Background: an optimization exercise with open tools, aiming at small area. Do not read the settings as production practice. Function was checked by simulation only, so behaviour that the tests miss may differ from the original.

## flow/design.v (module list and top-level ports; edited modules follow where they fit)
// module fir_filt: 141 lines
// module fir_mac: 803 lines
module fir_filt
#(
	parameter sig_width = 12,
	parameter reg_width = 32,
	parameter coef_width = 24,
	parameter coef_count = 8,
	localparam coef_id_w = $clog2(coef_count),
	parameter max_shift = 32,
	localparam max_shift_w = $clog2(max_shift)
)
(
	input rst,
	input flush,
	input clk,
	input [coef_id_w-1:0] addr,
	input [coef_width-1:0] coef,
	input coef_ready,
	output reg coef_done,
	output [coef_width-1:0] coef_r,
	input result_shift_ready,
	input [max_shift_w-1:0] result_shift_i,
	output reg result_shift_done,
	output reg [max_shift_w-1:0] result_shift,
	input conv_done,
	input [sig_width-1:0] adc_in_a,
	input [sig_width-1:0] adc_in_b,
	output [sig_width-1:0] filt_out_a,
	output [sig_width-1:0] filt_out_b,
	output reg filt_done
);
  // ...
==> flow/run.sh <==
#!/bin/bash
# synth_recipe.tcl (not shown) runs the flow's synth.tcl, then flattens the netlist and writes it again
# the make line also repeats each setting of config.mk as NAME=value (left out here)
make -C /OpenROAD-flow-scripts/flow DESIGN_CONFIG=/design/flow/config.mk WORK_HOME=/design/flow/orfs CLKGATE_MAP_FILE= SYNTH_SCRIPT=/design/flow/synth_recipe.tcl finish
==> flow/config.mk <==
export PLATFORM = sky130hd
export DESIGN_NAME = fir_filt
export DESIGN_NICKNAME = fir_filt
export VERILOG_FILES = /design/flow/design.v
export SDC_FILE = /design/flow/constraint.sdc
export NUM_CORES = 4
export LEC_CHECK = 0
export CAP_MARGIN = 20
export CORE_MARGIN = 2
export CORE_UTILIZATION = 65
export CTS_CLUSTER_DIAMETER = 100
export CTS_CLUSTER_SIZE = 30
export SLEW_MARGIN = 20
==> flow/constraint.sdc <==
create_clock -name core_clock -period 10.0 [get_ports {clk}]
set_input_delay 2.0000 -clock core_clock [delete_from_list [all_inputs] [get_ports {clk}]]
set_output_delay 2.0000 -clock core_clock [all_outputs]
set_load 0.01 [all_outputs]
==> key figures, run 1 <==
Outcome
  – Status: failed layout checks
  – Violated Checks: setup timing

Floorplan
  – Core area: 0.0588 mm²
  – Initial core utilization: 0.655

Cells and area
  – Synth-to-Final Area Change: 12.6%
  – Nets: 4635
  – Fraction of area in multi-input gates: 0.559
  – Finished Cell Area: 0.0433 mm²
  – Clk tree area frac: 0.0191
  – # diodes: 4

Setup path
  – Worst EP arrival: 8200 ps
  – CP Buf/Inv Count: 7
  – Req. time, crit path: 8000 ps
  – Worst path depth: 25

Yosys
  – Yosys warning count: 4
  – Top-count cell post-synth: inv_1
  – Mapped Area: 0.0385 mm²
  – Top cells by instance count after synthesis: inv_1, fa_1, nand2_1

Clock tree
  – Clk Latency, worst-skew pair: 630 ps

Drt
  – Drt total wl: 119 mm
  – Metal2 WL: 54.7 mm

STA
  – PnR worst setup slack: -202 ps
  – Endpoints failing setup: 1
==> inputs of run 2 (changes only) <==
--- a/flow/config.mk
+++ b/flow/config.mk
@@ -7,7 +7,5 @@
 export LEC_CHECK = 0
 export CAP_MARGIN = 20
 export CORE_MARGIN = 2
-export CORE_UTILIZATION = 65
-export CTS_CLUSTER_DIAMETER = 100
-export CTS_CLUSTER_SIZE = 30
+export CORE_UTILIZATION = 40
 export SLEW_MARGIN = 20
==> run 2 against run 1 <==
Effect of this change:
- the run now finishes clean
- via count down 4.0%
- first-iteration DRC count down 11%
- global-route usage down 16 points
- utilization down 27 points
==> key figures, run 2 <==
STA
  – Final setup skew: 49.3 ps (was 50.9 ps)
  – Fin crit period: 9930 ps (was 10200 ps)
  – Max-slew violations: 0 (unchanged)
  – F_max: 101 MHz (was 98.0 MHz)
  – Actual slew at the worst max-slew pin: 999 ps (was 1210 ps)
  – Relative slew slack: 0.333 (was 0.187)
  – Endpoints failing setup: 0 (was 1)
  – Final Hold Fails: 0 (unchanged)
  – Tcrit/Tclk final: 0.993 (was 1.02)
  – RSZ-0062 raised after global routing: yes (unchanged)

Floorplan
  – Initial core utilization: 0.405 (was 0.655)
  – Core area: 0.0952 mm² (was 0.0588 mm²)
  – # IOs: 118 (unchanged)
  – Die W: 314 µm (was 247 µm)
  – FP Rows: 113 (was 89)
  – Die area: 0.0987 mm² (was 0.0612 mm²)
  – Die height: 314 µm (was 247 µm)

Yosys
  – Top cells by instance count after synthesis: inv_1, fa_1, nand2_1 (unchanged)
  – Share of the synthesized area in the top cell type: 0.253 (unchanged)
  – Top-count cell post-synth: inv_1 (unchanged)
  – Ranking of synthesized cells by area: fa_1, dfxtp_1, edfxtp_1 (unchanged)
  – Main synth FF type: dfxtp_1 (unchanged)
  – Count of flip-flops with a built-in enable after synthesis: 197 (unchanged)
  – Synth cell types: 86 (unchanged)
  – Seq cells post-synth: 511 (unchanged)
  – Yosys warning count: 4 (unchanged)
  – Net Count, Synth: 4499 (unchanged)
  – Mapped Area: 0.0385 mm² (unchanged)
  – Sequential share of the synthesized area: 0.317 (unchanged)
  – Avg Cell Area, Syn: 9.99 µm² (unchanged)
  – Post-Syn Instances: 3854 (unchanged)
  – Post-synth top area cell: fa_1 (unchanged)
  – Async SR Flop Fraction: 0 (unchanged)

Global routing
  – Gr usage total: 0.231 (was 0.390)
  – Vias in the first global route: 30200 (was 31600)
  – Initial antenna violation count: 1 (was 3)
  – Gr ovfl total: 0 (unchanged)
  – First-pass GRT wire length: 176 mm (was 180 mm)
  – Largest net degree at the start of global routing: 66 (unchanged)

Setup path
  – Crit start category: flop (unchanged)
  – CP max FO: 24 (was 12)
  – Crit. End Element: output port (unchanged)
  – Req. time, crit path: 8000 ps (about the same)
  – Worst EP arrival: 7930 ps (was 8200 ps)
  – WS Path Type: flop to output port (unchanged)

Drt
  – Routed Antenna Nets: 0 (unchanged)
  – Drt total wl: 113 mm (was 119 mm)
  – DRC viols: 0 (unchanged)
  – DRT iter0 DRCs: 2683 (was 2998)
  – Via density: 5.42 (was 6.28)
  – Vias: 28800 (was 30000)
  – Wirelength per Cell: 21.2 µm (was 24.9 µm)
  – Drt first pass iters: 5 (was 8)

Placement
  – GP Congestion: 0.903 (was 0.989)
  – Inst Count DP: 5173 (was 4680)
  – Dpl hpwl: 80.0 mm (was 83.3 mm)
  – I/O Buffers: 117 (unchanged)
  – Area after DPL: 0.0419 mm² (was 0.0411 mm²)

Cells and area
  – Largest register FFs: 192 (unchanged)
  – Synth-to-Final Area Change: 16.5% (was 12.6%)
  – Fill count: 8917 (was 4096)
  – Fraction of layout cells with a size suffix above 1: 0.129 (was 0.123)
  – Most frequent cells in the layout: inv_1, fa_1, nand2_1, and2_1, dfxtp_1 (unchanged)
  – Biggest register: coeffs (unchanged)
  – Finished Cell Area: 0.0449 mm² (was 0.0433 mm²)
  – Commonest non-fill, non-tap cell in the layout: inv_1 (unchanged)
  – Finished Layout Cells: 5314 (was 4780)
  – Biggest regs: coeffs x192, ring_a x84, ring_b x84 (unchanged)
  – Nets: 4648 (was 4635)

Clock tree
  – CTS tree: built (unchanged)
  – TritonCTS Sinks: 511 (unchanged)
  – Hold Buf Count CTS: 0 (unchanged)
  – Clk root buf: clkbuf_16 (unchanged)
  – Clock Pin Slew Worst Setup and Hold Paths: 60 ps (was 110 ps)
  – Max clock buf depth: 3 (unchanged)
  – H-tree levels: 2 (was 1)
  – Total CTS buffers: 55 (was 25)
  – Clk Latency, worst-skew pair: 650 ps (was 630 ps)

Run
  – Max-Cap Viols: 0 (unchanged)

Outcome
  – Status: no timing/DRC/antenna violations (was failed layout checks)

Min path
  – Hold Path Class: flop to flop (unchanged)
run 2: metal layers:
| metal | vias up | global-route usage | part of all wire | wire length, µm |
|---|---|---|---|---|
| met5 | - | 0 | 0 | 0 |
| met4 | 0 | 0.0814 | 0.038 | 4300 |
| met3 | 219 | 0.0317 | 0.061 | 6910 |
| met2 | 1056 | 0.382 | 0.47 | 53100 |
| met1 | 14600 | 0.310 | 0.43 | 48500 |
| li1 | 12900 | - | - | - |
run 2: area by class of cell:
cell class	count	area, µm²	share of cell area
tap	1265	1580	0.0353
sequential	511	12200	0.272
multi-input combinational	2581	24200	0.540
inverter	548	2060	0.0459
clock buffer	79	1610	0.0358
clock inverter	23	233	0.00519
timing repair buffer	306	2960	0.0660
antenna	1	2.50	0.0000558
run 2: cells by family after synthesis:
group,Yosys count,share of synthesized area
AOI/OAI and AO/OA,584,0.105
xor gates and xnor gates,74,0.0175
adders and majority gates,583,0.284
buffers and inverters,762,0.0751
DFF,511,0.317
muxes,109,0.0343
and+or+nand+nor,1231,0.167
run 2: through the flow:
stage          TNS (ps)   util  hold slack (ps)  setup WS, ps
2_1_floorplan         0      -              310          1090
4_1_cts           -16.4  0.466              303         -16.4
6_report              0  0.471              302          67.8
3_3_place_gp          0  0.440              310           156
5_1_grt           -1040  0.471              322          -218
3_5_place_dp          0  0.440              312          98.2
run 2: final timing paths:
check	start	to	slack (ps)	cells after the start
setup / recovery	csel[4]$_DFF_P_	filt_out_a[2]	70	27
hold / removal	ring_b[2][4]$_DFF_P_	ring_b[3][4]$_DFF_P_	300	0
setup reg to reg	csel[4]$_DFF_P_	acc_a[28]$_DFF_P_	3490	25
hold reg to reg	ring_b[2][4]$_DFF_P_	ring_b[3][4]$_DFF_P_	300	0
run 2: what timing repair did:
item	4_1_cts	5_1_grt
pin swaps	19	25
endpoints found under the setup margin	24	24
gates cloned	2	1
resized for setup	95	133
buffers inserted	19	16
hold endpoints to repair	0	0
run 2: worst max-delay path, stage by stage, from the launching register on:
cell           delay, ps
dfxtp_1              320
buf_12               170
a22oi_2              170
nand4_1              220
buf_4                230
bufbuf_16            290
and2_1               180
fa_1                 530
inv_1                 70
fa_2                 550
inv_1                 60
fa_2                 410
fa_1                 500
fa_1                 600
ha_4                 240
and2_1               210
and4_1               240
a21oi_1              140
nand3_1               80
a21o_1               200
buf_6                140
a211oi_4             330
xnor2_4              160
buf_4                180
a32o_1               270
o22a_1               210
a211o_1              300
dlygate4sd2_1        280
==> inputs of run 3 (changes only) <==
==> flow/flow/run.sh (new file) <==
#!/bin/bash
# The standard synthesis, then polarity.py drops inverters from its netlist
# (full adders and gates with a complemented twin change polarity), then the
# standard layout of that netlist.
set -euo pipefail
R=orfs/results/${FLOW_PLATFORM}/fir_filt/base
LIB=${FLOW_HOME}/platforms/${FLOW_PLATFORM}/lib/sky130_fd_sc_hd__tt_025C_1v80.lib
bash standard.sh synth > synth.log 2>&1
cp $R/1_2_yosys.v $R/1_2_yosys.standard.v
python3 flow/polarity.py $LIB $R/1_2_yosys.standard.v $R/1_2_yosys.v > polarity.log 2>&1
rm -f $R/1_synth.odb $R/1_synth.sdc
bash standard.sh > layout.log 2>&1
==> flow/flow/polarity.py (new file) <==
#!/usr/bin/env python3
"""Re-chooses the output polarity of full adders and of gates that have a
complemented twin in the library, to drop inverters from a mapped netlist.

A full adder is self-dual: with all three inputs inverted, both outputs come
out inverted. A gate such as and2 has a twin, nand2, with the same inputs and
the complemented output. Every inverter of the netlist is taken out; each
signal is then driven in one polarity, and one inverter is put back for a
signal only where some load needs the other polarity. A local search picks
the polarities that minimise the area of the cells that change.

usage: polarity.py LIB IN.v OUT.v
"""
import re, sys, random, collections

LIB, SRC, DST = sys.argv[1:4]
P = "sky130_fd_sc_hd__"

# --- library: area, pins, and functions of one-output cells ---------------
lib = open(LIB).read()
cells = {}
for m in re.finditer(r'\n\s*cell\s*\(\s*"?(\w+)"?\s*\)\s*\{', lib):
    name = m.group(1)
    start = m.end()
    # find the end of this cell: next "cell (" at the same level
    nxt = re.search(r'\n\s*cell\s*\(', lib[start:])
    body = lib[start:start + nxt.start()] if nxt else lib[start:]
    area = float(re.search(r'area\s*:\s*([\d.]+)', body).group(1))
    pins = {}
    for pm in re.finditer(r'\n\s*pin\s*\(\s*"?(\w+)"?\s*\)\s*\{', body):
        pb = body[pm.end():pm.end() + 4000]
        d = re.search(r'direction\s*:\s*"?(\w+)"?', pb).group(1)
        f = re.search(r'function\s*:\s*"([^"]*)"', pb.split('\n\s*pin')[0]) if d == 'output' else None
        pins[pm.group(1)] = (d, f.group(1) if f else None)
    cells[name] = dict(area=area, pins=pins, ff=('ff (' in body or 'ff(' in body or 'latch' in body))

def truth(func, ins):
    expr = func.replace('!', ' not ').replace('&', ' and ').replace('|', ' or ').replace('+', ' or ')
    expr = re.sub(r'\b([A-Z]\w*)\b', lambda m: f'v["{m.group(1)}"]', expr)
    tt = 0
    for i in range(1 << len(ins)):
        v = {p: bool((i >> k) & 1) for k, p in enumerate(ins)}
        tt |= int(bool(eval(expr))) << i
    return tt

bad = re.compile(r'lpflow|probe|dly|clkdly|conb|tap|fill|decap|diode|sdf|dfx|dfr|dfs|dfb|edf|dl[xr]|ebuf|einv|mux2i|macro')
func1 = {}
for n, c in cells.items():
    if not n.startswith(P) or bad.search(n) or c['ff']:
        continue
    outs = [p for p, (d, f) in c['pins'].items() if d == 'output']
    ins = sorted(p for p, (d, f) in c['pins'].items() if d == 'input')
    if len(outs) != 1 or c['pins'][outs[0]][1] is None or len(ins) > 6:
        continue
    try:
        tt = truth(c['pins'][outs[0]][1], ins)
    except Exception:
        continue
    func1[n] = (tuple(ins), outs[0], tt)

twin = {}
for n, (ins, o, tt) in func1.items():
    comp = tt ^ ((1 << (1 << len(ins))) - 1)
    best = None
    for m, (ins2, o2, tt2) in func1.items():
        if ins2 == ins and tt2 == comp:
            if best is None or cells[m]['area'] < cells[best]['area']:
                best = m
    if best:
        twin[n] = (best, o, func1[best][1])

INV = P + "inv_1"
A_INV = cells[INV]['area']

# --- netlist ----------------------------------------------------------------
src = open(SRC).read()
mods = re.findall(r'\nmodule ', src)
assert len(mods) <= 1 and src.count('module ') == 1, "one module expected"
assert not re.search(r'^\s*assign\s', src, re.M), "assign statements not handled"
assert not re.search(r"\d'[bh]", src), "constants not handled"
head_end = re.search(r'\n\s*' + P + r'\w+\s+\S+\s*\(', src).start()
head = src[:head_end]
tail = '\nendmodule\n'
inst = []
for m in re.finditer(r'\n\s*(' + P + r'\w+)\s+(\S+)\s*\((.*?)\);', src[head_end:], re.S):
    t, name, body = m.groups()
    pins = {}
    for pm in re.finditer(r'\.(\w+)\(\s*([^()]*?)\s*\)', body):
        pins[pm.group(1)] = pm.group(2)
    inst.append([t, name, pins])

ports_out = set()
ports_in = set()
for m in re.finditer(r'^\s*(input|output)\s*(\[(\d+):(\d+)\])?\s*(\w+);', head, re.M):
    d, _, hi, lo, nm = m.groups()
    names = [nm] if hi is None else [f"{nm}[{i}]" for i in range(int(lo), int(hi) + 1)]
    (ports_out if d == 'output' else ports_in).update(names)

def outpins(t):
    return [p for p, (d, f) in cells[t]['pins'].items() if d == 'output']

driver = {}
loads = collections.defaultdict(list)
for i, (t, name, pins) in enumerate(inst):
    ops = outpins(t)
    for p, n in pins.items():
        if n == '':
            continue
        if p in ops:
            driver[n] = (i, p)
        else:
            loads[n].append((i, p))

is_inv = lambda t: re.fullmatch(P + r'(inv|clkinv)_\d+', t) is not None
is_fa = lambda t: re.fullmatch(P + r'fa_\d+', t) is not None

# base signal of each net through inverters
base = {}
def get_base(n):
    if n in base:
        return base[n]
    d = driver.get(n)
    if d is not None and is_inv(inst[d[0]][0]) and n not in ports_out:
        b, k = get_base(inst[d[0]][2]['A'])
        r = (b, k ^ 1)
    else:
        r = (n, 0)
    base[n] = r
    return r

nets = set(driver) | set(loads)
for n in nets:
    get_base(n)

# variables: FA cells (flip all) and twin cells (flip output)
var = {}
for i, (t, name, pins) in enumerate(inst):
    if is_fa(t) or (t in twin and not is_inv(t)):
        var[i] = 0
# a driver whose signal reaches an output port keeps its polarity
fixed = set()
for n in ports_out:
    b, k = base.get(n, (n, 0))
    d = driver.get(b)
    if d is not None and d[0] in var:
        fixed.add(d[0])

# loads of each base signal: (cell index, pin, parity); cell -1 = output port
bl = collections.defaultdict(list)
for n in nets:
    b, k = base[n]
    for (i, p) in loads[n]:
        if is_inv(inst[i][0]) and inst[i][2]['Y'] not in ports_out:
            continue
        bl[b].append((i, p, k))
    if n in ports_out:
        bl[b].append((-1, n, k))

def produced(b):
    d = driver.get(b)
    if d is None:
        return 0
    return var.get(d[0], 0)

def need(i, k):
    return k ^ (var.get(i, 0) if i >= 0 and is_fa(inst[i][0]) else 0)

def cost_b(b):
    q = produced(b)
    return A_INV if any(need(i, k) != q for (i, p, k) in bl[b]) else 0.0

def cell_cost(i):
    t = inst[i][0]
    if var.get(i) and t in twin:
        return cells[twin[t][0]]['area'] - cells[t]['area']
    return 0.0

# bases touched by a variable
touch = collections.defaultdict(set)
for i in var:
    t, name, pins = inst[i]
    for p, n in pins.items():
        if n == '' or n not in base:
            continue
        b = base[n][0]
        if p in outpins(t):
            touch[i].add(b)
        elif is_fa(t):
            touch[i].add(b)

def total():
    return sum(cost_b(b) for b in bl) + sum(cell_cost(i) for i in var)

before = total() + 0.0
orig_inv = sum(A_INV if is_inv(t) else 0 for t, _, _ in inst)
random.seed(1)
order = [i for i in var if i not in fixed]
def delta_flip(i):
    old = sum(cost_b(b) for b in touch[i]) + cell_cost(i)
    var[i] ^= 1
    new = sum(cost_b(b) for b in touch[i]) + cell_cost(i)
    return new - old
# simulated annealing over single flips, then greedy descent
import math
cur = total()
best = cur
best_var = dict(var)
steps = 400 * len(order)
for s_ in range(steps):
    T = 4.0 * (0.002 ** (s_ / steps))
    i = random.choice(order)
    d = delta_flip(i)
    if d <= 0 or random.random() < math.exp(-d / T):
        cur += d
        if cur < best - 1e-9:
            best = cur
            best_var = dict(var)
    else:
        var[i] ^= 1
var.update(best_var)
for it in range(30):
    random.shuffle(order)
    changed = 0
    for i in order:
        d = delta_flip(i)
        if d < -1e-9:
            changed += 1
        else:
            var[i] ^= 1
    if not changed:
        break
after = total()

# --- rebuild ----------------------------------------------------------------
newinst = []
extra_wires = []
cnt = [0]
inv_net = {}
def inverted(b):
    if b not in inv_net:
        cnt[0] += 1
        w = f"_pol{cnt[0]}_"
        extra_wires.append(w)
        src_net = b
        newinst.append([INV, f"_polinv{cnt[0]}_", {"A": src_net, "Y": w}])
        inv_net[b] = w
    return inv_net[b]

# net names: a base's driver keeps the base's net name, carrying its produced
# polarity; the other polarity is an inverter's output.
out_port_driver = {}
for i, (t, name, pins) in enumerate(inst):
    if is_inv(t) and pins['Y'] not in ports_out:
        continue
    t2 = t
    np = {}
    flip_out = var.get(i, 0) and t in twin
    if flip_out:
        t2, oldo, newo = twin[t]
    for p, n in pins.items():
        if n == '' or n not in base:
            np[p] = n
            continue
        if p in outpins(t):
            np[newo if flip_out and p == oldo else p] = n
            continue
        b, k = base[n]
        want = need(i, k)
        np[p] = b if want == produced(b) else inverted(b)
    newinst.append([t2, name, np])

# output ports: the port net must carry the true value
for n in ports_out:
    b, k = base.get(n, (n, 0))
    if b == n:
        continue
    q = produced(b)
    srcn = b if k == q else inverted(b)
    # drive the port from srcn with an inverter pair would add cells; instead
    # re-point: the port net name is driven by an inverter of the other polarity
    if k != q:
        raise SystemExit("port polarity case not handled")
    cnt[0] += 1
    newinst.append([P + "buf_1", f"_polbuf{cnt[0]}_", {"A": b, "X": n}])

def fmt(n):
    return n + ' ' if n.startswith('\\') else n
out = [head]
for w in extra_wires:
    out.append(f"  wire {w};\n")
for t, name, pins in newinst:
    ps = ",\n".join(f"    .{p}({fmt(n)})" for p, n in pins.items())
    out.append(f"  {t} {fmt(name)} (\n{ps}\n  );\n")
out.append("endmodule\n")
open(DST, 'w').write("".join(out))
nfa = sum(1 for i in var if is_fa(inst[i][0]) and var[i])
ntw = sum(1 for i in var if not is_fa(inst[i][0]) and var[i])
print(f"inverters before {orig_inv/A_INV:.0f}, after {len(inv_net)}; flipped {nfa} adders, {ntw} gates; "
      f"area change {after - before - orig_inv + 0.0:+.1f} (model {before:.1f} -> {after:.1f})")
==> flow/standard.sh (new file) <==
#!/bin/bash
# synth_recipe.tcl (not shown) runs the flow's synth.tcl, then flattens the netlist and writes it again
# the make line also repeats each setting of config.mk as NAME=value (left out here)
make -C /OpenROAD-flow-scripts/flow DESIGN_CONFIG=/design/flow/config.mk WORK_HOME=/design/flow/orfs CLKGATE_MAP_FILE= SYNTH_SCRIPT=/design/flow/synth_recipe.tcl "${@:-finish}"
--- a/flow/config.mk
+++ b/flow/config.mk
@@ -7,5 +7,5 @@
 export LEC_CHECK = 0
 export CAP_MARGIN = 20
 export CORE_MARGIN = 2
-export CORE_UTILIZATION = 40
+export CORE_UTILIZATION = 55
 export SLEW_MARGIN = 20
removed: flow/run.sh
==> run 3 against run 2 <==
Effect of this change:
- synthesized area is 4.3% lower
- critical path depth shrank 1
- die area shrank 30%
- first-iteration DRC count up 18%
- wire length increased by 5.3%
- cell count decreased by 14%
- global-route usage up 11 points
- sequential share of layout area grew 1.1 points
- synthesized cell count down 9.9%
- final area decreased by 3.7%
- sequential cell count stayed put
- largest cell class unchanged
==> key figures, run 3 <==
Cells and area
  – # diodes: 0 (was 1)
  – Biggest register: coeffs (unchanged)
  – Largest register FFs: 192 (unchanged)
  – Biggest regs: coeffs x192, ring_a x84, ring_b x84 (unchanged)
  – Fraction of layout cells with a size suffix above 1: 0.147 (was 0.129)
  – Synth-to-Final Area Change: 17.3% (was 16.5%)
  – Nets: 4304 (was 4648)
  – Most frequent cells in the layout: fa_1, nand2_1, dfxtp_1, and2_1, edfxtp_1 (was inv_1, fa_1, nand2_1, and2_1, dfxtp_1)
  – Finished Layout Cells: 4569 (was 5314)
  – Finished Cell Area: 0.0432 mm² (was 0.0449 mm²)
  – Commonest non-fill, non-tap cell in the layout: fa_1 (was inv_1)

STA
  – F_max: 101 MHz (about the same)
  – Fin crit period: 9920 ps (was 9930 ps)
  – Tcrit/Tclk final: 0.992 (was 0.993)
  – Final setup skew: 43.1 ps (was 49.3 ps)
  – Max-slew violations: 0 (unchanged)
  – Final Hold Fails: 0 (unchanged)
  – RSZ-0062 raised after global routing: yes (unchanged)
  – Actual slew at the worst max-slew pin: 1060 ps (was 999 ps)
  – Hold_ws: 322 ps (was 302 ps)
  – Endpoints failing setup: 0 (unchanged)
  – Relative slew slack: 0.292 (was 0.333)

Min path
  – Hold Path Class: flop to flop (unchanged)
  – Hold Path Origin: ring_b[2][9]$_DFF_P_ (was ring_b[2][4]$_DFF_P_)
  – Hold Path Sink: ring_b[3][9]$_DFF_P_ (was ring_b[3][4]$_DFF_P_)
  – Worst Hold Depth: 0 (unchanged)

Floorplan
  – Die area: 0.0691 mm² (was 0.0987 mm²)
  – Initial core utilization: 0.558 (was 0.405)
  – FP Rows: 94 (was 113)
  – # IOs: 118 (unchanged)
  – Core area: 0.0660 mm² (was 0.0952 mm²)
  – Die W: 263 µm (was 314 µm)
  – Die height: 263 µm (was 314 µm)

Clock tree
  – Max clock buf depth: 3 (unchanged)
  – CTS tree: built (unchanged)
  – H-tree levels: 2 (unchanged)
  – Clk Latency, worst-skew pair: 650 ps (about the same)
  – Clock Pin Slew Worst Setup and Hold Paths: 70 ps (was 60 ps)
  – Hold Buf Count CTS: 0 (unchanged)
  – TritonCTS Sinks: 511 (unchanged)
  – Clk root buf: clkbuf_16 (unchanged)
  – Total CTS buffers: 55 (unchanged)

Placement
  – Area after DPL: 0.0397 mm² (was 0.0419 mm²)
  – I/O Buffers: 117 (unchanged)
  – Dpl hpwl: 82.7 mm (was 80.0 mm)
  – Inst Count DP: 4408 (was 5173)
  – GP Congestion: 0.908 (was 0.903)

Setup path
  – CP most frequent cell: fa_1 (unchanged)
  – Crit start category: flop (unchanged)
  – CP max FO: 24 (unchanged)
  – Worst EP arrival: 7920 ps (was 7930 ps)
  – CP Buf/Inv Count: 6 (was 8)
  – R2R depth: 22 (was 25)
  – WS Path Type: flop to output port (unchanged)
  – Crit path max-delay cell type: fa_1 (unchanged)
  – Crit. End Element: output port (unchanged)
  – RR Startpoint: csel[4]$_DFF_P_ (unchanged)
  – Critical R2R Capture: acc_a[28]$_DFF_P_ (unchanged)
  – Delay-heaviest family, CP: adder cells (unchanged)
  – Peak per-stage delay on the critical path: 600 ps (about the same)
  – Req. time, crit path: 8000 ps (about the same)
  – R2R setup slack: 3520 ps (was 3490 ps)

Outcome
  – Status: no timing/DRC/antenna violations (unchanged)

Drt
  – Drt total wl: 119 mm (was 113 mm)
  – DRC viols: 0 (unchanged)
  – Wirelength per Cell: 26.0 µm (was 21.2 µm)
  – DRT iter0 DRCs: 3162 (was 2683)
  – Via density: 6.22 (was 5.42)
  – Vias: 28400 (was 28800)
  – Drt first pass iters: 8 (was 5)
  – Routed Antenna Nets: 0 (unchanged)

Global routing
  – Gr ovfl total: 0 (unchanged)
  – Largest net degree at the start of global routing: 66 (unchanged)
  – First-pass GRT wire length: 178 mm (was 176 mm)
  – Vias in the first global route: 29700 (was 30200)
  – Initial antenna violation count: 2 (was 1)
  – Gr usage total: 0.336 (was 0.231)

Run
  – Max-Cap Viols: 0 (unchanged)

Yosys
  – Mapped Area: 0.0368 mm² (was 0.0385 mm²)
  – Post-Syn Instances: 3471 (was 3854)
  – Avg Cell Area, Syn: 10.6 µm² (was 9.99 µm²)
  – Net Count, Synth: 4116 (was 4499)
  – Yosys warning count: 4 (unchanged)
==> run 3: per-stage QoR <==
step	util	setup WS, ps	TNS [ps]
3_5_place_dp	0.602	-96.0	-96.0
2_1_floorplan	-	1100	0
3_3_place_gp	0.602	-48.2	-48.2
4_1_cts	0.637	-109	-212
6_report	0.655	79.0	0
5_1_grt	0.655	-163	-505
==> run 3: repair_timing <==
action / 4_1_cts / 5_1_grt
buffers inserted: 10 / 36
pin swaps: 6 / 57
gates cloned: 0 / 12
setup endpoints to repair: 24 / 24
gates resized for setup: 69 / 158
==> run 3: layout make-up <==
type	count	area (µm²)
Multi-Input combinational cell	2581	24000
Fill cell	5079	22800
Sequential cell	511	12200
Timing Repair Buffer	338	3350
Clock buffer	69	1550
Tap cell	864	1080
Inverter	172	646
Clock inverter	34	400
==> run 3: how the worst max path moves through the flow <==
stage                         start  cells after the start             to  slack (ps)
floorplan           csel[0]$_DFF_P_                     26  filt_out_b[1]        1100
global placement    csel[1]$_DFF_P_                     26  filt_out_b[1]         -50
detailed placement  csel[1]$_DFF_P_                     26  filt_out_b[1]        -100
CTS                 csel[1]$_DFF_P_                     26  filt_out_b[1]        -110
global route        csel[7]$_DFF_P_                     26  filt_out_b[9]        -160
finish              csel[0]$_DFF_P_                     26  filt_out_b[9]          80
==> run 3: per-layer routing <==
metal | vias to the layer above | routed length [µm] | track usage
met4 | 2 | 7170 | 0.170
met1 | 14300 | 46600 | 0.438
met5 | - | 13 | 0
met2 | 1568 | 54800 | 0.544
li1 | 12200 | - | -
met3 | 369 | 10100 | 0.0588
==> inputs of run 4 (changes only) <==
--- a/flow/flow/run.sh
+++ b/flow/flow/run.sh
@@ -9,4 +9,4 @@
 cp $R/1_2_yosys.v $R/1_2_yosys.standard.v
 python3 flow/polarity.py $LIB $R/1_2_yosys.standard.v $R/1_2_yosys.v > polarity.log 2>&1
 rm -f $R/1_synth.odb $R/1_synth.sdc
-bash standard.sh > layout.log 2>&1
+bash standard.sh "BUFFER_PORTS_ARGS=-buffer_cell sky130_fd_sc_hd__buf_2" finish > layout.log 2>&1
==> run 4 against run 3 <==
Effect of this change:
- still clean on timing, DRC and antenna
- sequential cell count unchanged
- critical path depth is the same
==> key figures, run 4 <==
Floorplan
  – FP Rows: 94 (unchanged)
  – Initial core utilization: 0.558 (unchanged)
  – Die W: 263 µm (unchanged)
  – # IOs: 118 (unchanged)
  – Die height: 263 µm (unchanged)
  – Core area: 0.0660 mm² (unchanged)
  – Die area: 0.0691 mm² (unchanged)

Cells and area
  – Biggest register: coeffs (unchanged)
  – Fraction of layout cells with a size suffix above 1: 0.147 (about the same)
  – Most frequent cells in the layout: fa_1, nand2_1, dfxtp_1, and2_1, edfxtp_1 (unchanged)
  – Largest register FFs: 192 (unchanged)
  – # diodes: 0 (unchanged)
  – Nets: 4270 (was 4304)
  – Finished Cell Area: 0.0414 mm² (was 0.0432 mm²)
  – Synth-to-Final Area Change: 12.4% (was 17.3%)
  – Biggest regs: coeffs x192, ring_a x84, ring_b x84 (unchanged)
  – Utilization of the core after routing: 0.628 (was 0.655)
  – Finished Layout Cells: 4533 (was 4569)
  – Commonest non-fill, non-tap cell in the layout: fa_1 (unchanged)

Global routing
  – Gr ovfl total: 0 (unchanged)
  – First-pass GRT wire length: 177 mm (was 178 mm)
  – Gr usage total: 0.335 (was 0.336)
  – Vias in the first global route: 29800 (was 29700)
  – Initial antenna violation count: 3 (was 2)
  – Largest net degree at the start of global routing: 66 (unchanged)

Outcome
  – Status: no timing/DRC/antenna violations (unchanged)

Clock tree
  – Max clock buf depth: 3 (unchanged)
  – Clock Pin Slew Worst Setup and Hold Paths: 60 ps (was 70 ps)
  – CTS tree: built (unchanged)
  – H-tree levels: 2 (unchanged)
  – TritonCTS Sinks: 511 (unchanged)
  – Total CTS buffers: 53 (was 55)
  – Clk root buf: clkbuf_16 (unchanged)
  – Clk Latency, worst-skew pair: 640 ps (was 650 ps)

Setup path
  – CP max FO: 11 (was 24)
  – Crit start category: flop (unchanged)
  – Worst EP arrival: 7780 ps (was 7920 ps)
  – Req. time, crit path: 8000 ps (about the same)
  – Crit. End Element: output port (unchanged)
  – WS Path Type: flop to output port (unchanged)

Drt
  – Via density: 6.18 (was 6.22)
  – Wirelength per Cell: 25.5 µm (was 26.0 µm)
  – DRC viols: 0 (unchanged)
  – Drt first pass iters: 6 (was 8)
  – Routed Antenna Nets: 0 (unchanged)
  – DRT iter0 DRCs: 2878 (was 3162)
  – Vias: 28000 (was 28400)
  – Drt total wl: 115 mm (was 119 mm)

Yosys
  – Yosys warning count: 4 (unchanged)
  – Mapped Area: 0.0368 mm² (unchanged)
  – Net Count, Synth: 4116 (unchanged)
  – Avg Cell Area, Syn: 10.6 µm² (unchanged)
  – Post-Syn Instances: 3471 (unchanged)

STA
  – Actual slew at the worst max-slew pin: 1100 ps (was 1060 ps)
  – Endpoints failing setup: 0 (unchanged)
  – Tcrit/Tclk final: 0.978 (was 0.992)
  – Fin crit period: 9780 ps (was 9920 ps)
  – Relative slew slack: 0.266 (was 0.292)
  – Final Hold Fails: 0 (unchanged)
  – RSZ-0062 raised after global routing: yes (unchanged)
  – Max-slew violations: 0 (unchanged)
  – F_max: 102 MHz (was 101 MHz)
  – Final setup skew: 34.8 ps (was 43.1 ps)
  – Hold_ws: 321 ps (was 322 ps)

Min path
  – Hold Path Class: flop to flop (unchanged)

Run
  – Max-Cap Viols: 0 (unchanged)

Placement
  – Dpl hpwl: 83.7 mm (was 82.7 mm)
  – GP Congestion: 0.955 (was 0.908)
  – Inst Count DP: 4426 (was 4408)
  – I/O Buffers: 117 (unchanged)
  – Area after DPL: 0.0393 mm² (was 0.0397 mm²)
run 4: cell types whose count changed in the layout (fill, tap and decap cells not counted), sizes merged:
cell,before,now
clkinvlp,7,3
dlymetal6s2s,17,0
buf,210,305
clkbuf,84,72
dlygate4sd2,2,0
inv,173,167
clkinv,21,27
bufinv,5,3
clkdlybuf4s50,94,0
run 4: metal layers:
metal	GRT usage	share of wire	up-vias
met1	0.436	0.39	14300
li1	-	-	12100
met3	0.0480	0.076	271
met4	0.175	0.055	4
met2	0.550	0.48	1360
met5	0	0.00016	-
run 4: path summary, 6_finish.rpt:
kind                               from               endpoint  slack (ps)  depth (start not counted)
setup reg to reg        csel[3]$_DFF_P_      acc_a[28]$_DFF_P_        3560                         21
setup / recovery        csel[0]$_DFF_P_         filt_out_b[10]         220                         26
hold / removal    ring_a[3][10]$_DFF_P_  ring_a[4][10]$_DFF_P_         320                          0
hold reg to reg   ring_a[3][10]$_DFF_P_  ring_a[4][10]$_DFF_P_         320                          0
run 4: layout make-up:
cell class                 count  area [µm²]
clock buffer                  71        1410
clock inverter                28         274
fill                        5351       24600
inverter                     172         646
multi-input combinational   2581       23500
sequential                   511       12200
tap                          864        1080
timing repair buffer         306        2250
run 4: timing repair:
item	CTS	global route
setup buffers	2	5
hold buffers	0	0
pin swaps	2	10
gates cloned	0	1
resized for setup	8	79
endpoints found under the setup margin	23	24
run 4: through the flow:
step	TNS, ps	setup WS (ps)
floorplan	0	1100
global placement	0	448
detailed placement	0	411
CTS	0	3.40
global route	-169	-52.5
finish	0	225
run 4: critical path, stage by stage (launching register included):
cell and delay (ps):
dfxtp_4 410, buf_4 160, a22oi_1 180, nand4_1 370, buf_4 330, and2_1 170
ha_1 310, fa_1 450, fa_1 510, fa_1 530, fa_1 510, ha_1 380
a21oi_1 220, nor2b_1 60, or3_1 300, inv_1 140, a21oi_2 120, buf_4 170
nor4_1 310, nor3_2 100, buf_4 180, mux2_2 280, a22o_1 250, a221o_1 290
o211ai_1 120, o22ai_1 130, buf_2 170
==> inputs of run 5 (changes only) <==
--- a/flow/config.mk
+++ b/flow/config.mk
@@ -7,5 +7,6 @@
 export LEC_CHECK = 0
 export CAP_MARGIN = 20
 export CORE_MARGIN = 2
-export CORE_UTILIZATION = 55
+export CORE_UTILIZATION = 60
+export CTS_BUF_LIST = sky130_fd_sc_hd__clkbuf_8
 export SLEW_MARGIN = 20
==> run 5 against run 4 <==
Effect of this change:
- fmax shrank 0.26%
- cell count shrank 0.33%
- clock skew grew 31 ps
==> key figures, run 5 <==
Placement
  – GP Congestion: 0.923 (was 0.955)
  – Inst Count DP: 4330 (was 4426)
  – DP Worst Slack: 302 ps (was 411 ps)
  – Area after DPL: 0.0391 mm² (was 0.0393 mm²)
  – Dpl hpwl: 80.2 mm (was 83.7 mm)
  – I/O Buffers: 117 (unchanged)

Yosys
  – Post-Syn Instances: 3471 (unchanged)
  – Mapped Area: 0.0368 mm² (unchanged)
  – Avg Cell Area, Syn: 10.6 µm² (unchanged)
  – Yosys warning count: 4 (unchanged)
  – Net Count, Synth: 4116 (unchanged)

STA
  – TNS Setup: 0 ps (unchanged)
  – Fin crit period: 9800 ps (was 9780 ps)
  – Max-slew violations: 0 (unchanged)
  – Final setup skew: 65.9 ps (was 34.8 ps)
  – Actual slew at the worst max-slew pin: 1070 ps (was 1100 ps)
  – Endpoints failing setup: 0 (unchanged)
  – RSZ-0062 raised after global routing: yes (unchanged)
  – Relative slew slack: 0.288 (was 0.266)
  – PnR worst setup slack: 199 ps (was 225 ps)
  – Final Hold Fails: 0 (unchanged)
  – F_max: 102 MHz (about the same)
  – Tcrit/Tclk final: 0.980 (was 0.978)

Drt
  – WL met3: 9.25 mm (was 8.79 mm)
  – Drt first pass iters: 6 (unchanged)
  – DRC viols: 0 (unchanged)
  – Routed Antenna Nets: 0 (unchanged)
  – DRT iter0 DRCs: 2385 (was 2878)
  – Max layer used: met5 (unchanged)
  – Vias: 28200 (was 28000)
  – Drt total wl: 112 mm (was 115 mm)
  – Metal2 WL: 52.9 mm (was 54.9 mm)
  – WL met1: 43.4 mm (was 45.3 mm)
  – Via density: 6.25 (was 6.18)
  – Wirelength per Cell: 24.8 µm (was 25.5 µm)

Cells and area
  – Commonest non-fill, non-tap cell in the layout: fa_1 (unchanged)
  – Largest register FFs: 192 (unchanged)
  – Synth-to-Final Area Change: 13.0% (was 12.4%)
  – Biggest regs: coeffs x192, ring_a x84, ring_b x84 (unchanged)
  – Utilization of the core after routing: 0.688 (was 0.628)
  – Nets: 4315 (was 4270)
  – # diodes: 0 (unchanged)
  – Biggest register: coeffs (unchanged)
  – Finished Layout Cells: 4518 (was 4533)
  – Fraction of layout cells with a size suffix above 1: 0.162 (was 0.147)
  – Most frequent cells in the layout: fa_1, nand2_1, dfxtp_1, and2_1, edfxtp_1 (unchanged)
  – Finished Cell Area: 0.0416 mm² (was 0.0414 mm²)

Floorplan
  – Core area: 0.0605 mm² (was 0.0660 mm²)
  – # IOs: 118 (unchanged)
  – Die W: 252 µm (was 263 µm)
  – FP Rows: 90 (was 94)
  – Die height: 252 µm (was 263 µm)
  – Die area: 0.0634 mm² (was 0.0691 mm²)
  – Initial core utilization: 0.609 (was 0.558)

Setup path
  – Crit path cell chain: clkbuf_8 -> a22oi_1 -> nand4_1 -> buf_12 -> nand2_1 -> fa_1 -> fa_1 -> fa_1 -> fa_1 -> inv_1 -> fa_1 -> ha_1 -> and4_1 -> nor2b_1 -> o211ai_1 -> a21oi_2 -> a21o_1 -> a31oi_1 -> xnor2_2 -> o22ai_1 -> a221o_1 -> o2111a_1 -> nor4_1 -> buf_2
  – Worst EP arrival: 7800 ps (was 7780 ps)
  – R2R depth: 21 (unchanged)
  – CP most frequent cell: fa_1
  – Crit. End Element: output port (unchanged)
  – WS Path Type: flop to output port (unchanged)
  – Crit path max-delay cell type: fa_1 (unchanged)
  – Req. time, crit path: 8000 ps (about the same)
  – CP max FO: 24 (was 11)
  – Crit start category: flop (unchanged)
  – Peak per-stage delay on the critical path: 550 ps (was 530 ps)

Global routing
  – Initial antenna violation count: 3 (unchanged)
  – Vias in the first global route: 29900 (was 29800)
  – First-pass GRT wire length: 173 mm (was 177 mm)
  – Gr ovfl total: 0 (unchanged)
  – Largest net degree at the start of global routing: 66 (unchanged)
  – Gr usage total: 0.357 (was 0.335)

Min path
  – Hold Path Class: flop to flop (unchanged)
  – Worst Hold Depth: 0 (unchanged)

Clock tree
  – Total CTS buffers: 83 (was 53)
  – Clk root buf: clkbuf_8 (was clkbuf_16)
  – Max clock buf depth: 3 (unchanged)
  – CTS tree: built (unchanged)
  – Hold Buf Count CTS: 0 (unchanged)
  – TritonCTS Sinks: 511 (unchanged)
  – Clock Pin Slew Worst Setup and Hold Paths: 70 ps (was 60 ps)
  – H-tree levels: 3 (was 2)
  – Clk Latency, worst-skew pair: 720 ps (was 640 ps)

Outcome
  – Status: no timing/DRC/antenna violations (unchanged)

Run
  – Max-Cap Viols: 0 (unchanged)
run 5: what timing repair did:
item / 4_1_cts / 5_1_grt
pin swaps: 1 / 23
endpoints found under the setup margin: 24 / 24
buffers inserted: 1 / 33
resized for setup: 14 / 88
cloned: 0 / 3
run 5: worst max-delay path: cells and delay by family, from the launching register on:
family          cells  cell delay [ps]
compound gates      8             1660
buf+inv             4              700
flops               1              460
simple gates        5              940
fa+ha+maj           6             2970
xor+xnor            1              340
run 5: final cells by class:
| class | instances | area (µm²) |
|---|---|---|
| clock inverters | 55 | 433 |
| multi-input cells | 2581 | 23500 |
| repair buffers | 321 | 2510 |
| inverters | 172 | 646 |
| flip-flops and latches | 511 | 12200 |
| well taps | 782 | 978 |
| clock buffers | 96 | 1320 |
| fillers | 4554 | 18900 |
run 5: through the flow:
stage / hold slack, ps
after floorplan: 310
after global placement: 310
after detailed placement: 312
after CTS: 274
after global routing: 314
final: 276
run 5: final timing paths:
path | from | slack (ps) | end
worst min register to register | ring_b[2][5]$_DFF_P_ | 280 | ring_b[3][5]$_DFF_P_
worst max register to register | csel[5]$_DFF_P_ | 3710 | acc_b[29]$_DFF_P_
worst max-delay path | csel[5]$_DFF_P_ | 200 | filt_out_a[3]
worst min-delay path | ring_b[2][5]$_DFF_P_ | 280 | ring_b[3][5]$_DFF_P_
run 5: metal layers:
metal | vias to the layer above | GRT usage
met5 | - | 0
met4 | 2 | 0.190
met3 | 355 | 0.0656
met2 | 1462 | 0.584
met1 | 14200 | 0.456
li1 | 12200 | -
==> module fir_filt, before the edit <==
module fir_filt
#(
	parameter sig_width = 12,
	parameter reg_width = 32,
	parameter coef_width = 24,
	parameter coef_count = 8,
	localparam coef_id_w = $clog2(coef_count),
	parameter max_shift = 32,
	localparam max_shift_w = $clog2(max_shift)
)
(
	input rst,
	input flush,
	input clk,
	input [coef_id_w-1:0] addr,
	input [coef_width-1:0] coef,
	input coef_ready,
	output reg coef_done,
	output [coef_width-1:0] coef_r,
	input result_shift_ready,
	input [max_shift_w-1:0] result_shift_i,
	output reg result_shift_done,
	output reg [max_shift_w-1:0] result_shift,
	input conv_done,
	input [sig_width-1:0] adc_in_a,
	input [sig_width-1:0] adc_in_b,
	output [sig_width-1:0] filt_out_a,
	output [sig_width-1:0] filt_out_b,
	output reg filt_done
);
	integer i;
	reg cc_r;
	always @(posedge clk) cc_r <= conv_done;
	wire take = conv_done & ~cc_r & ~flush & ~rst;	 
	wire clr = rst | flush;
	reg [coef_width-1:0] coeffs [0:coef_count-1];
	wire [coef_width-1:0] wdata = rst ? 0 : coef;
	always @(posedge clk) begin
		for (i = 0; i < coef_count; i = i + 1)
			if (rst | (coef_ready & (addr == i)))
				coeffs[i] <= (i == 0) ? {wdata[coef_width-1:1], wdata[0] | rst} : wdata;
		coef_done <= ~rst & coef_ready;
	end
	reg [coef_count-1:0] addr_oh;
	always @(posedge clk)
		for (i = 0; i < coef_count; i = i + 1)
			addr_oh[i] <= (addr == i);
	reg [coef_width-1:0] coef_rd;
	always @(*) begin
		coef_rd = 0;
		for (i = 0; i < coef_count; i = i + 1)
			coef_rd = coef_rd | ({coef_width{addr_oh[i]}} & coeffs[i]);
	end
	assign coef_r = coef_rd;
	always @(posedge clk) begin
		if (rst | result_shift_ready)
			result_shift <= rst ? 0 : result_shift_i;
		result_shift_done <= ~rst & result_shift_ready;
	end
	reg [2:0] cnt, ha;
	reg [3:0] nv;
	reg live;		 
	wire idle = (cnt == 7);
	reg [2:0] cnt_n, ha_n;
	reg [3:0] nv_n;
	always @(*) begin
		cnt_n = rst ? 3'd7 : (take | ~idle) ? cnt + 3'd1 : cnt;
		ha_n = rst ? 3'd0 : (ha == 6) ? (take ? 3'd1 : 3'd0) : (ha == 5 && take) ? 3'd0 : ha + 3'd1 + take;
		nv_n = clr ? 4'd0 : (take && nv != 8) ? nv + 4'd1 : nv;
	end
	always @(posedge clk) begin
		cnt <= cnt_n;
		ha <= ha_n;
		nv <= nv_n;
		live <= ~clr & (take | live);
		filt_done <= ~clr & live & (cnt == 5);
	end
	reg [2:0] hs_n, hage_n, cidx_n;
	reg [3:0] nvs_n;
	reg idle_nn, last_nn;
	always @(*) begin
		idle_nn = (cnt_n == 7);
		last_nn = (cnt_n == 6);
		hs_n = idle_nn ? ((ha_n == 6) ? 3'd0 : ha_n + 3'd1) : ha_n;
		hage_n = (hs_n == 0 && !last_nn) ? 3'd7 : hs_n;
		nvs_n = idle_nn ? ((nv_n == 8) ? 4'd8 : nv_n + 4'd1) : nv_n;
		cidx_n = last_nn ? 3'd0 : hage_n;
	end
	wire next_ok = {1'b0, hage_n} < nvs_n;
	reg first, last, head_ok, hs0;
	reg [coef_count-1:0] csel;	 
	always @(posedge clk) begin
		first <= idle_nn;
		last <= last_nn;
		head_ok <= next_ok;
		hs0 <= (hs_n == 0);
		for (i = 0; i < coef_count; i = i + 1)
			csel[i] <= (cidx_n == i);
	end
	wire ins = hs0 & (take | ~(first | last));	 
	reg [sig_width-1:0] ring_a [0:6];
	reg [sig_width-1:0] ring_b [0:6];
	reg [sig_width-1:0] stg_a, stg_b;
	wire [sig_width-1:0] head_a = head_ok ? ring_a[6] : 0;
	wire [sig_width-1:0] head_b = head_ok ? ring_b[6] : 0;
	always @(posedge clk) begin
		if (take) begin
			stg_a <= adc_in_a;
			stg_b <= adc_in_b;
		end
		for (i = 1; i < 7; i = i + 1) begin
			ring_a[i] <= ring_a[i-1];
			ring_b[i] <= ring_b[i-1];
		end
		ring_a[0] <= ins ? (take ? adc_in_a : stg_a) : head_a;
		ring_b[0] <= ins ? (take ? adc_in_b : stg_b) : head_b;
	end
	reg [coef_width-1:0] cm;
	always @(*) begin
		cm = 0;
		for (i = 0; i < coef_count; i = i + 1)
			cm = cm | ({coef_width{csel[i]}} & coeffs[i]);
	end
	reg [sig_width-1:0] xa, xb;
	always @(posedge clk) begin
		xa <= last_nn ? stg_a : next_ok ? ring_a[5] : 0;
		xb <= last_nn ? stg_b : next_ok ? ring_b[5] : 0;
	end
	reg [reg_width-1:0] acc_a, acc_b;
	wire [reg_width-1:0] sum_a, sum_b;
	fir_mac mac_a (.x(xa), .c(cm), .a(first ? {reg_width{1'b0}} : acc_a), .y(sum_a));
	fir_mac mac_b (.x(xb), .c(cm), .a(first ? {reg_width{1'b0}} : acc_b), .y(sum_b));
	always @(posedge clk) begin
		acc_a <= sum_a;
		acc_b <= sum_b;
	end
	wire [reg_width-1:0] sh_a = sum_a >> result_shift;
	wire [reg_width-1:0] sh_b = sum_b >> result_shift;
	assign filt_out_a = sh_a[sig_width-1:0];
	assign filt_out_b = sh_b[sig_width-1:0];
endmodule
==> inputs of run 6 (changes only) <==
--- a/flow/design.v
+++ b/flow/design.v
@@ -86,13 +86,12 @@
 		nvs_n = idle_nn ? ((nv_n == 8) ? 4'd8 : nv_n + 4'd1) : nv_n;
 		cidx_n = last_nn ? 3'd0 : hage_n;
 	end
-	wire next_ok = {1'b0, hage_n} < nvs_n;
 	reg first, last, head_ok, hs0;
 	reg [coef_count-1:0] csel;	 
 	always @(posedge clk) begin
 		first <= idle_nn;
 		last <= last_nn;
-		head_ok <= next_ok;
+		head_ok <= {1'b0, hage_n} < nvs_n;
 		hs0 <= (hs_n == 0);
 		for (i = 0; i < coef_count; i = i + 1)
 			csel[i] <= (cidx_n == i);
@@ -121,11 +120,8 @@
 		for (i = 0; i < coef_count; i = i + 1)
 			cm = cm | ({coef_width{csel[i]}} & coeffs[i]);
 	end
-	reg [sig_width-1:0] xa, xb;
-	always @(posedge clk) begin
-		xa <= last_nn ? stg_a : next_ok ? ring_a[5] : 0;
-		xb <= last_nn ? stg_b : next_ok ? ring_b[5] : 0;
-	end
+	wire [sig_width-1:0] xa = last ? stg_a : head_a;
+	wire [sig_width-1:0] xb = last ? stg_b : head_b;
 	reg [reg_width-1:0] acc_a, acc_b;
 	wire [reg_width-1:0] sum_a, sum_b;
 	fir_mac mac_a (.x(xa), .c(cm), .a(first ? {reg_width{1'b0}} : acc_a), .y(sum_a));
--- a/flow/config.mk
+++ b/flow/config.mk
@@ -7,6 +7,6 @@
 export LEC_CHECK = 0
 export CAP_MARGIN = 20
 export CORE_MARGIN = 2
-export CORE_UTILIZATION = 60
-export CTS_BUF_LIST = sky130_fd_sc_hd__clkbuf_8
+export CORE_UTILIZATION = 55
+export GPL_TIMING_DRIVEN = 0
 export SLEW_MARGIN = 20
==> run 6 against run 5 <==
Effect of this change:
- now fails the layout checks on setup timing
- critical endpoint is now filt_out_a[7]
- largest cell class unchanged
- cell count grew 3.4%
- register-to-register slack worse by 230 ps
- global-route usage rose by 6.0 points
- die area grew 6.9%
- fmax down 2.4%
==> key figures, run 6 <==
Yosys
  – Mapped Area: 0.0361 mm² (was 0.0368 mm²)
  – Post-Syn Instances: 3456 (was 3471)
  – Net Count, Synth: 4101 (was 4116)
  – Yosys warning count: 4 (unchanged)
  – Avg Cell Area, Syn: 10.5 µm² (was 10.6 µm²)

Floorplan
  – Die W: 260 µm (was 252 µm)
  – # IOs: 118 (unchanged)
  – Die height: 260 µm (was 252 µm)
  – FP Rows: 93 (was 90)
  – Core area: 0.0647 mm² (was 0.0605 mm²)
  – Die area: 0.0677 mm² (was 0.0634 mm²)
  – Initial core utilization: 0.558 (was 0.609)

Cells and area
  – Nets: 4420 (was 4315)
  – Commonest non-fill, non-tap cell in the layout: nor2_1 (was fa_1)
  – Biggest regs: coeffs x192, ring_a x84, ring_b x84 (unchanged)
  – Most frequent cells in the layout: nor2_1, fa_1, dfxtp_1, nand2_1, edfxtp_1 (was fa_1, nand2_1, dfxtp_1, and2_1, edfxtp_1)
  – Biggest register: coeffs (unchanged)
  – Synth-to-Final Area Change: 19.7% (was 13.0%)
  – Finished Layout Cells: 4673 (was 4518)
  – Largest register FFs: 192 (unchanged)
  – Fraction of layout cells with a size suffix above 1: 0.206 (was 0.162)
  – Fill count: 4939 (was 4554)

Outcome
  – Status: failed layout checks (was no timing/DRC/antenna violations)
  – Violated Checks: setup timing

Clock tree
  – TritonCTS Sinks: 488 (was 511)
  – Hold Buf Count CTS: 0 (unchanged)
  – Total CTS buffers: 52 (was 83)
  – Clock Pin Slew Worst Setup and Hold Paths: 80 ps (was 70 ps)
  – Max clock buf depth: 3 (unchanged)
  – Clk Latency, worst-skew pair: 640 ps (was 720 ps)
  – H-tree levels: 2 (was 3)
  – Clk root buf: clkbuf_16 (was clkbuf_8)
  – CTS tree: built (unchanged)

Setup path
  – Worst path depth: 25 (was 24)
  – Crit path max-delay cell type: fa_1 (unchanged)
  – R2R depth: 22 (was 21)
  – CP Buf/Inv Count: 6 (was 4)
  – CP most frequent cell: fa_1 (unchanged)
  – Peak per-stage delay on the critical path: 540 ps (was 550 ps)
  – Crit. End Element: output port (unchanged)
  – Delay-heaviest family, CP: adder cells (unchanged)
  – CP max FO: 11 (was 24)
  – CP startpoint: csel[7]$_DFF_P_ (was csel[5]$_DFF_P_)
  – Req. time, crit path: 8000 ps (about the same)
  – Worst EP arrival: 8050 ps (was 7800 ps)
  – RR Startpoint: csel[7]$_DFF_P_ (was csel[5]$_DFF_P_)
  – WS Path Type: flop to output port (unchanged)
  – Crit start category: flop (unchanged)

STA
  – Final Hold Fails: 0 (unchanged)
  – Endpoints failing setup: 2 (was 0)
  – RSZ-0062 raised after global routing: yes (unchanged)
  – PnR worst setup slack: -46.6 ps (was 199 ps)
  – Final setup skew: 24.1 ps (was 65.9 ps)
  – Relative slew slack: 0.207 (was 0.288)
  – Fin crit period: 10050 ps (was 9800 ps)
  – Max-slew violations: 0 (unchanged)
  – F_max: 99.5 MHz (was 102 MHz)
  – Tcrit/Tclk final: 1.00 (was 0.980)
  – Actual slew at the worst max-slew pin: 1190 ps (was 1070 ps)

Drt
  – Metal2 WL: 62.1 mm (was 52.9 mm)
  – DRC viols: 0 (unchanged)
  – DRT iter0 DRCs: 3916 (was 2385)
  – Wirelength per Cell: 30.3 µm (was 24.8 µm)
  – Drt total wl: 142 mm (was 112 mm)
  – Routed Antenna Nets: 0 (unchanged)
  – WL met3: 16.0 mm (was 9.25 mm)
  – WL met1: 50.3 mm (was 43.4 mm)
  – Max layer used: met4 (was met5)
  – Vias: 30900 (was 28200)
  – Drt first pass iters: 9 (was 6)
  – Via density: 6.62 (was 6.25)

Run
  – Max-Cap Viols: 0 (unchanged)

Global routing
  – Gr ovfl total: 0 (unchanged)
  – Largest net degree at the start of global routing: 25 (was 66)
  – Vias in the first global route: 31500 (was 29900)
  – First-pass GRT wire length: 205 mm (was 173 mm)
  – Initial antenna violation count: 2 (was 3)
  – Gr usage total: 0.417 (was 0.357)

Min path
  – Hold Path Class: flop to flop (unchanged)
  – Hold Path Origin: ring_a[4][11]$_DFF_P_ (was ring_b[2][5]$_DFF_P_)
  – Worst Hold Depth: 0 (unchanged)

Placement
  – Inst Count DP: 4435 (was 4330)
  – DP Worst Slack: -1730 ps (was 302 ps)
  – Dpl hpwl: 105 mm (was 80.2 mm)
  – GP Congestion: 1.03 (was 0.923)
  – I/O Buffers: 116 (was 117)
==> run 6: cell types whose count changed in the layout (fill, tap and decap cells not counted), moves of 24 or more <==
cell	before	now
a22oi_2	2	26
mux2_2	43	18
clkbuf_1	0	85
nand2_1	451	251
clkbuf_16	3	68
inv_1	189	78
clkbuf_8	97	15
and2_0	85	119
dfxtp_1	306	281
fa_1	484	453
and2_1	225	13
fa_2	2	33
nor2_1	152	516
==> run 6: path summary, 6_finish.rpt <==
kind,end,slack [ps]
setup reg to reg,acc_b[29]$_DFF_P_,3480
setup / recovery,filt_out_a[7],-50
hold / removal,ring_a[5][11]$_DFF_P_,320
hold reg to reg,ring_a[5][11]$_DFF_P_,320
==> run 6: per-stage QoR <==
step / utilization / cell area (µm²) / hold slack (ps) / TNS [ps]
global placement: 0.584 / 37800 / 310 / -35320
finish: 0.668 / 43200 / 317 / -71.6
CTS: 0.647 / 41900 / 316 / 0
floorplan: - / 36100 / 310 / 0
global route: 0.668 / 43200 / 321 / -1230
detailed placement: 0.587 / 38000 / 312 / -34890
==> run 6: what timing repair did <==
item,in CTS,in global routing
hold endpoints to repair,0,0
gates cloned,0,8
gates resized for setup,418,201
pin swaps,62,88
buffers inserted,90,73
setup endpoints to repair,24,24
==> run 6: layer usage <==
| layer | up-vias | track usage |
|---|---|---|
| met2 | 2329 | 0.640 |
| met5 | - | 0 |
| met1 | 15300 | 0.518 |
| met3 | 622 | 0.0966 |
| li1 | 12700 | - |
| met4 | 0 | 0.309 |
==> run 6: layout make-up <==
type / count / area [µm²] / share of cell area
multi-input cells: 2664 / 24500 / 0.566
flip-flops and latches: 488 / 11800 / 0.272
repair buffers: 295 / 2270 / 0.0526
plain buffers: 181 / 1520 / 0.0351
clock buffers: 66 / 1430 / 0.0330
well taps: 855 / 1070 / 0.0247
inverters: 93 / 357 / 0.00825
clock inverters: 29 / 327 / 0.00755
diodes: 2 / 5.00 / 0.000116
==> run 6: worst register-to-register path: stages (launching register included) <==
cell and delay (ps):
dfxtp_4 380, clkbuf_16 190, clkbuf_16 180, a22oi_1 230
nand4_1 350, buf_6 280, buf_4 140, and2_0 160
fa_1 470, fa_1 430, fa_1 520, fa_1 520
fa_1 540, ha_1 310, clkbuf_4 190, nand2_1 130
o21ai_4 210, o21a_1 150, nor2_1 50, a311o_1 420
a21oi_4 240, xor2_2 230, buf_4 150
==> inputs of run 7 (changes only) <==
--- a/flow/config.mk
+++ b/flow/config.mk
@@ -8,5 +8,4 @@
 export CAP_MARGIN = 20
 export CORE_MARGIN = 2
 export CORE_UTILIZATION = 55
-export GPL_TIMING_DRIVEN = 0
 export SLEW_MARGIN = 20
==> run 7 against run 6 <==
Effect of this change:
- now clean on timing, DRC and antenna
- fmax is 2.4% higher
- wire length shrank 12%
- clock skew increased by 6.7 ps
- worst setup slack gained 240 ps
- critical path depth fell by 2
- die area is the same
- register-to-register slack better by 110 ps
- sequential share of layout area increased by 1.5 points
- global-route usage down 4.5 points
- critical path type unchanged
==> key figures, run 7 <==
Global routing
  – Gr usage total: 0.372 (was 0.417)
  – Largest net degree at the start of global routing: 62 (was 25)
  – Gr ovfl total: 0 (unchanged)
  – Vias in the first global route: 30500 (was 31500)
  – First-pass GRT wire length: 188 mm (was 205 mm)

Min path
  – Hold Path Origin: ring_a[3][8]$_DFF_P_ (was ring_a[4][11]$_DFF_P_)
  – Hold Path Sink: ring_a[4][8]$_DFF_P_ (was ring_a[5][11]$_DFF_P_)

Floorplan
  – Die area: 0.0677 mm² (unchanged)
  – Core area: 0.0647 mm² (unchanged)
  – # IOs: 118 (unchanged)
  – Initial core utilization: 0.558 (unchanged)

Cells and area
  – Synth-to-Final Area Change: 13.4% (was 19.7%)
  – Biggest regs: coeffs x192, ring_a x84, ring_b x84 (unchanged)
  – Finished Cell Area: 0.0410 mm² (was 0.0432 mm²)
  – Utilization of the core after routing: 0.633 (was 0.668)
  – Most frequent cells in the layout: nor2_1, fa_1, dfxtp_1, nand2_1, buf_4 (was nor2_1, fa_1, dfxtp_1, nand2_1, edfxtp_1)
  – Biggest register: coeffs (unchanged)
  – Finished Layout Cells: 4564 (was 4673)
  – Nets: 4317 (was 4420)
  – Commonest non-fill, non-tap cell in the layout: nor2_1 (unchanged)
  – Fill count: 5285 (was 4939)

Setup path
  – CP max FO: 16 (was 11)
  – Req. time, crit path: 8000 ps (about the same)
  – Crit path max-delay cell type: fa_1 (unchanged)
  – CP Buf/Inv Count: 4 (was 6)
  – RR Startpoint: csel[1]$_DFF_P_ (was csel[7]$_DFF_P_)
  – Crit path cell chain: buf_4 -> a22oi_1 -> and4_4 -> buf_12 -> nor2_1 -> fa_1 -> fa_1 -> fa_1 -> fa_1 -> fa_1 -> ha_2 -> and4_2 -> nand2_1 -> a211o_1 -> inv_2 -> o21ai_2 -> a311o_1 -> a21oi_4 -> xor2_1 -> mux2i_1 -> a2111oi_2 -> a311o_1 -> buf_2
  – CP most frequent cell: fa_1 (unchanged)
  – Worst EP arrival: 7810 ps (was 8050 ps)
  – Crit start category: flop (unchanged)
  – WS Path Type: flop to output port (unchanged)
  – Critical R2R Capture: acc_b[29]$_DFF_P_ (unchanged)
  – Crit. End Element: output port (unchanged)

Clock tree
  – Clock Pin Slew Worst Setup and Hold Paths: 60 ps (was 80 ps)
  – Clk root buf: clkbuf_16 (unchanged)
  – TritonCTS Sinks: 488 (unchanged)
  – Hold Buf Count CTS: 0 (unchanged)

STA
  – RSZ-0062 raised after global routing: yes (unchanged)
  – Final Hold Fails: 0 (unchanged)
  – Final setup skew: 30.8 ps (was 24.1 ps)
  – Max-slew violations: 0 (unchanged)
  – F_max: 102 MHz (was 99.5 MHz)
  – Fin crit period: 9810 ps (was 10050 ps)
  – Relative slew slack: 0.255 (was 0.207)
  – Actual slew at the worst max-slew pin: 1120 ps (was 1190 ps)

Drt
  – DRT iter0 DRCs: 3346 (was 3916)
  – Via density: 6.42 (was 6.62)
  – DRC viols: 0 (unchanged)
  – Max layer used: met4 (unchanged)
  – Vias: 29300 (was 30900)
  – Drt first pass iters: 6 (was 9)
  – Drt total wl: 124 mm (was 142 mm)
  – WL met1: 49.0 mm (was 50.3 mm)
  – Wirelength per Cell: 27.3 µm (was 30.3 µm)
  – Routed Antenna Nets: 0 (unchanged)

Placement
  – Area after DPL: 0.0389 mm² (was 0.0380 mm²)
  – GP Congestion: 0.957 (was 1.03)
  – Inst Count DP: 4454 (was 4435)

Run
  – Max-Cap Viols: 0 (unchanged)

Yosys
  – Avg Cell Area, Syn: 10.5 µm² (unchanged)
  – Post-Syn Instances: 3456 (unchanged)
  – Net Count, Synth: 4101 (unchanged)

Outcome
  – Status: no timing/DRC/antenna violations (was failed layout checks)
-- run 7: worst reg2reg max path: cells and delay by family (launching register included) --
kind / cells / cell delay (ps)
adder cells (fa/ha/maj): 6 / 2980
AND/OR/NAND/NOR: 4 / 780
buffers and inverters: 4 / 680
AO/OA/AOI/OAI: 5 / 1250
XOR/XNOR: 1 / 250
flip-flops: 1 / 420
-- run 7: repair_timing --
item                                    4_1_cts  5_1_grt
resized for setup                            12       96
pin swaps                                     4       15
buffers inserted                             10       10
endpoints found under the setup margin       19       23
-- run 7: area by class of cell --
class / count / area, µm² / share of cell area
clock buffer: 66 / 1370 / 0.0335
inverter: 93 / 349 / 0.00852
multi-input combinational: 2664 / 23500 / 0.575
antenna: 1 / 2.50 / 0.0000611
timing repair buffer: 375 / 2680 / 0.0653
tap: 855 / 1070 / 0.0261
clock inverter: 22 / 188 / 0.00458
sequential: 488 / 11800 / 0.287
-- run 7: how the worst max path moves through the flow --
stage                          from  slack [ps]            end
floorplan           csel[6]$_DFF_P_         620  filt_out_a[7]
global placement    csel[1]$_DFF_P_         340  filt_out_b[2]
detailed placement  csel[1]$_DFF_P_         300  filt_out_b[2]
CTS                 csel[2]$_DFF_P_           4  filt_out_a[7]
global route        csel[3]$_DFF_P_         -90  filt_out_a[7]
finish              csel[1]$_DFF_P_         190  filt_out_b[3]
-- run 7: routing by layer --
layer,vias up,GRT usage
li1,12400,-
met1,14600,0.500
met2,1883,0.573
met3,396,0.0864
met4,0,0.177
met5,-,0
-- run 7: stage by stage --
stage	TNS, ps	setup slack, ps	hold slack [ps]
finish	0	192	317
global route	-167	-86.6	329
CTS	0	3.74	317
detailed placement	0	300	312
global placement	0	344	310
floorplan	0	618	310

static timing again, ports no longer ideal:
How much do the figures lean on ideal ports? The routed layouts below were timed once more, with nothing changed but the port constraints.
Step 1 assumes that a clkbuf_16 drives the clock port and a buf_2 every other input.
Step 2 adds t to the input delays and takes it off the output delays; t is the mean of the earliest and latest rising clock arrival at the registers after step 1. Input paths then give back, and output paths get back, about the clock's delay inside the block.
Three values: ideal, step 1, step 2; two values: the first two.
run	t, ns	setup WS [ns]	worst setup path after step 2
run 1	0.665	-0.202 / -0.266 / 0.399	register to output
run 2	0.696	0.068 / -0.001 / 0.695	register to output
run 3	0.701	0.079 / 0.012 / 0.713	register to output
run 4	0.688	0.225 / 0.159 / 0.846	register to output
run 5	0.747	0.199 / 0.139 / 0.886	register to output
run 6	0.699	-0.047 / -0.114 / 0.585	register to output
run 7	0.669	0.192 / 0.125 / 0.794	register to output
